This is an optimization exercise on Yosys and OpenROAD, whose aim is small area and a short achievable clock period, not a production implementation.
At most, simulation tests tie the RTL to the original design; equivalence was not proved.

Setup of rev 12:
==> module addbk, before the edit <==
module addbk #(parameter W = 20)
	(
		input wire [W-1:0] a, b,
		input wire cin,
		output wire [W-1:0] s
    );
localparam L = $clog2(W);
reg [W-1:0] g, p;
integer k, i;
always @* begin
	p = a ^ b;
	g = (a & b) | {{(W-1){1'b0}}, p[0] & cin};
	for (k = 0; k < L; k = k + 1) begin
		for (i = (2 << k) - 1; i < W; i = i + (2 << k)) begin
			g[i] = g[i] | (p[i] & g[i - (1 << k)]);
			p[i] = p[i] & p[i - (1 << k)];
		end
	end
	for (k = L - 2; k >= 0; k = k - 1) begin
		for (i = 3 * (1 << k) - 1; i < W; i = i + (2 << k)) begin
			g[i] = g[i] | (p[i] & g[i - (1 << k)]);
			p[i] = p[i] & p[i - (1 << k)];
		end
	end
end
assign s = a ^ b ^ {g[W-2:0], cin};
endmodule
==> module IPD_core, before the edit <==
module IPD_core
	(
		input wire [18:0] yk, rk,
		input wire [18:0] yp,       
		input wire [18:0] ik1,
		output wire [18:0] n_ik1,
		output wire [19:0] n_a
    );
localparam [18:0] MAX = 19'h3FFFF;
localparam [18:0] MIN = 19'h40000;
function [18:0] clamp20(input [19:0] s);
	clamp20 = (s[19] != s[18]) ? (s[19] ? MIN : MAX) : s[18:0];
endfunction
function [39:0] csa(input [19:0] a, input [19:0] b, input [19:0] c);
	csa = {((a & b) | (a & c) | (b & c)) << 1, a ^ b ^ c};
endfunction
wire ypmin = (yp == MIN);
wire ymin = (yk == MIN);
wire [19:0] t0 = {yk[18], yk} - {yp[18], yp};
wire [19:0] t = {t0[19] ^ ypmin, t0[18:0]};
wire signed [19:0] ts = t;
wire d_min = ts >= 20'sd3496;       
wire d_max = ts <= -20'sd3496;      
wire dsat = d_min | d_max;
wire d_wrap = (ts >= 20'sd1748) | (ts <= -20'sd1748);
wire [39:0] l1 = csa(~(t << 7), ~(t << 4), ~(t << 3));
wire [39:0] l2 = csa(l1[19:0], {l1[39:21], 1'b1}, {t[18:0], 1'b1});
wire [19:0] ds = d_min ? 20'hC0000 : d_max ? 20'h3FFFF : l2[19:0];
wire [19:0] dc = dsat ? 20'd0 : {l2[39:21], 1'b1};
wire signed [18:0] ys = yk;
wire p_min = ys >= 19'sd29128;      
wire p_max = ys <= -19'sd29128;     
wire psat = p_min | p_max;
wire p_wrap = (ys >= 19'sd14564) | (ys <= -19'sd14564);
wire [19:0] yw = {yk[18], yk};
wire [19:0] p18;
addbk #(20) add_p (.a(~(yw << 4)), .b(~(yw << 1)), .cin(1'b1), .s(p18));
wire [19:0] pm1 = p_min ? 20'hBFFFF : p_max ? 20'hBFFFE : p18;
wire [39:0] l3 = csa(ds, dc, pm1);
wire [19:0] v = l3[19:0] + {l3[39:21], 1'b1};
wire par_a = (dsat ? 1'b0 : d_wrap) ^ (psat ? p_max : p_wrap);
wire [19:0] a = {v[19] ^ par_a, v[18:0]};    
wire [19:0] e0 = {rk[18], rk} - {yk[18], yk};
wire [19:0] e = {e0[19] ^ ymin, e0[18:0]};
wire signed [19:0] es = e;
wire m_max = es >= 20'sd74899;
wire m_min = es <= -20'sd74899;
wire msat = m_max | m_min;
wire m_wrap = (es >= 20'sd37450) | (es <= -20'sd37450);
wire [39:0] lq = csa(e << 3, ~e, {ik1[18], ik1});
wire [19:0] q = lq[19:0] + {lq[39:21], 1'b1};
wire [18:0] ik_w = clamp20({q[19] ^ m_wrap, q[18:0]});
wire [18:0] ik1_dec = {1'b0, ik1[17:0]} + 19'h7FFFF;
wire [18:0] ik_max = ik1[18] ? ik1_dec : MAX;
wire [18:0] ik_min = ik1[18] ? MIN : {1'b1, ik1[17:0]};
wire [18:0] ik = m_max ? ik_max : m_min ? ik_min : ik_w;
assign n_ik1 = ik;
assign n_a = a;
endmodule
==> module IPD_out, before the edit <==
module IPD_out
	(
		input wire [19:0] a1,      
		input wire [18:0] ik1,
		output wire [18:0] pidk
    );
localparam [18:0] MAX = 19'h3FFFF;
localparam [18:0] MIN = 19'h40000;
wire [18:0] a = (a1[19] != a1[18]) ? (a1[19] ? MIN : MAX) : a1[18:0];
wire [19:0] sum;
addbk #(20) add_o (.a({a[18], a}), .b({ik1[18], ik1}), .cin(1'b0), .s(sum));
assign pidk = (sum[19] != sum[18]) ? {sum[19], {18{~sum[19]}}} : sum[18:0];
endmodule
==> module I_PD, before the edit <==
module I_PD #(parameter size=19)
	(
		input wire clk, rst, EN,
		input wire signed [size-1:0] yk, rk,
		output wire signed [size-1:0] pidk
    );
reg [18:0] yp, ik1;
reg [19:0] a1;
wire [18:0] n_ik1;
wire [19:0] n_a;
IPD_core core (.yk(yk), .rk(rk), .yp(yp), .ik1(ik1),
	.n_ik1(n_ik1), .n_a(n_a));
IPD_out out (.a1(a1), .ik1(ik1), .pidk(pidk));
always @(posedge clk or posedge rst)
begin
	if (rst) begin
		yp <= 19'd0;
		ik1 <= 19'd0;
		a1 <= 20'd0;
	end
	else if (EN) begin
		yp <= yk;
		ik1 <= n_ik1;
		a1 <= n_a;
	end
end
endmodule
Settings: LEC_CHECK=0, CAP_MARGIN=20, CORE_MARGIN=2, CORE_UTILIZATION=40, PLACE_DENSITY=0.6, SLEW_MARGIN=20; clock period 20.0 ns.
standard.sh (not shown) runs the stock make flow with config.mk's settings and CLKGATE_MAP_FILE= SYNTH_SCRIPT=/design/flow/synth_recipe.tcl, a recipe that flattens the netlist after the stock synthesis.
==> flow/flow/run.sh <==
#!/bin/bash
# Standard ORFS layout, except that the port buffers are buf_2 cells
# instead of the delay cells buffer_ports picks by default.
set -euo pipefail
export BUFFER_PORTS_ARGS="-buffer_cell sky130_fd_sc_hd__buf_2"
bash standard.sh finish > standard_flow.log 2>&1
Changes in rev 13 relative to rev 12:
--- a/flow/design.v
+++ b/flow/design.v
@@ -1,31 +1,3 @@
-`timescale 1ns / 1ps
-module addbk #(parameter W = 20)
-	(
-		input wire [W-1:0] a, b,
-		input wire cin,
-		output wire [W-1:0] s
-    );
-localparam L = $clog2(W);
-reg [W-1:0] g, p;
-integer k, i;
-always @* begin
-	p = a ^ b;
-	g = (a & b) | {{(W-1){1'b0}}, p[0] & cin};
-	for (k = 0; k < L; k = k + 1) begin
-		for (i = (2 << k) - 1; i < W; i = i + (2 << k)) begin
-			g[i] = g[i] | (p[i] & g[i - (1 << k)]);
-			p[i] = p[i] & p[i - (1 << k)];
-		end
-	end
-	for (k = L - 2; k >= 0; k = k - 1) begin
-		for (i = 3 * (1 << k) - 1; i < W; i = i + (2 << k)) begin
-			g[i] = g[i] | (p[i] & g[i - (1 << k)]);
-			p[i] = p[i] & p[i - (1 << k)];
-		end
-	end
-end
-assign s = a ^ b ^ {g[W-2:0], cin};
-endmodule
 `timescale 1ns / 1ps
 module IPD_core
 	(
@@ -61,10 +33,8 @@
 wire p_max = ys <= -19'sd29128;     
 wire psat = p_min | p_max;
 wire p_wrap = (ys >= 19'sd14564) | (ys <= -19'sd14564);
-wire [19:0] yw = {yk[18], yk};
-wire [19:0] p18;
-addbk #(20) add_p (.a(~(yw << 4)), .b(~(yw << 1)), .cin(1'b1), .s(p18));
-wire [19:0] pm1 = p_min ? 20'hBFFFF : p_max ? 20'hBFFFE : p18;
+wire [19:0] yc = psat ? 20'h20000 : {yk[18], yk};
+wire [19:0] pm1 = ~(yc << 4) + ~(yc << 1) + {19'd0, ~p_max};
 wire [39:0] l3 = csa(ds, dc, pm1);
 wire [19:0] v = l3[19:0] + {l3[39:21], 1'b1};
 wire par_a = (dsat ? 1'b0 : d_wrap) ^ (psat ? p_max : p_wrap);
@@ -95,34 +65,32 @@
 localparam [18:0] MAX = 19'h3FFFF;
 localparam [18:0] MIN = 19'h40000;
 wire [18:0] a = (a1[19] != a1[18]) ? (a1[19] ? MIN : MAX) : a1[18:0];
-wire [19:0] sum;
-addbk #(20) add_o (.a({a[18], a}), .b({ik1[18], ik1}), .cin(1'b0), .s(sum));
+wire [19:0] sum = {a[18], a} + {ik1[18], ik1};
 assign pidk = (sum[19] != sum[18]) ? {sum[19], {18{~sum[19]}}} : sum[18:0];
 endmodule
 module I_PD #(parameter size=19)
 	(
 		input wire clk, rst, EN,
 		input wire signed [size-1:0] yk, rk,
-		output wire signed [size-1:0] pidk
+		output reg signed [size-1:0] pidk
     );
 reg [18:0] yp, ik1;
-reg [19:0] a1;
-wire [18:0] n_ik1;
+wire [18:0] n_ik1, n_pidk;
 wire [19:0] n_a;
 IPD_core core (.yk(yk), .rk(rk), .yp(yp), .ik1(ik1),
 	.n_ik1(n_ik1), .n_a(n_a));
-IPD_out out (.a1(a1), .ik1(ik1), .pidk(pidk));
+IPD_out out (.a1(n_a), .ik1(n_ik1), .pidk(n_pidk));
 always @(posedge clk or posedge rst)
 begin
 	if (rst) begin
 		yp <= 19'd0;
 		ik1 <= 19'd0;
-		a1 <= 20'd0;
+		pidk <= 19'd0;
 	end
 	else if (EN) begin
 		yp <= yk;
 		ik1 <= n_ik1;
-		a1 <= n_a;
+		pidk <= n_pidk;
 	end
 end
 endmodule
- Across rev 12 and rev 13, the outcome is the same: a clean finish for every run.
- Relative to rev 12, fraction of final layout cells sized beyond drive strength 1 increased by 0.18 points in rev 13.
- Measured against rev 12, the net count after synthesis of rev 13 comes out at 1.07 times the reference value.
- Rev 13 ends up with lower final weighted congestion in routability-driven placement than rev 12 does.
- Looking only at initial standard-cell utilization of the core, and setting everything else aside, the lower value of rev 12 and rev 13 goes to rev 12.
- From rev 12 to rev 13 the numbers moved as follows: sequential cell area lost 1.7%, portion of the post-synthesis area used by sequential elements lost 0.75 points, fmax lost 25%.
For rev 12, only the layout was checked, not whether the RTL still works.

==> static timing again, ports no longer ideal <==
Ports are ideal in the flow. The routed layouts listed here were re-timed in OpenROAD.
Step 1 assumes that a clkbuf_16 drives the clock port and a buf_2 every other input.
Step 2 moves the port delays by t, midway between the first and last clock arrival at a register: inputs arrive t later, outputs are due t later. That takes back most of the time a late clock gives input paths.
Slacks: no drivers / after step 1 / after step 2; pairs: no drivers / after step 1.
| run | t, ns | slack for setup (ns) | slew at the worst register clock pin (ns) | cell pins on the clock port's net |
|---|---|---|---|---|
| rev 12 | 0.379 | 8.668 / 8.689 / 8.310 | 0.06 / 0.06 | 1 |
| rev 13 | 0.391 | 4.800 / 4.778 / 4.387 | 0.06 / 0.06 | 1 |
After both steps setup and hold are still met in every run listed. The setup slack of rev 13, which loses most, moves by -0.022 ns with the drivers and by -0.413 ns with both steps.
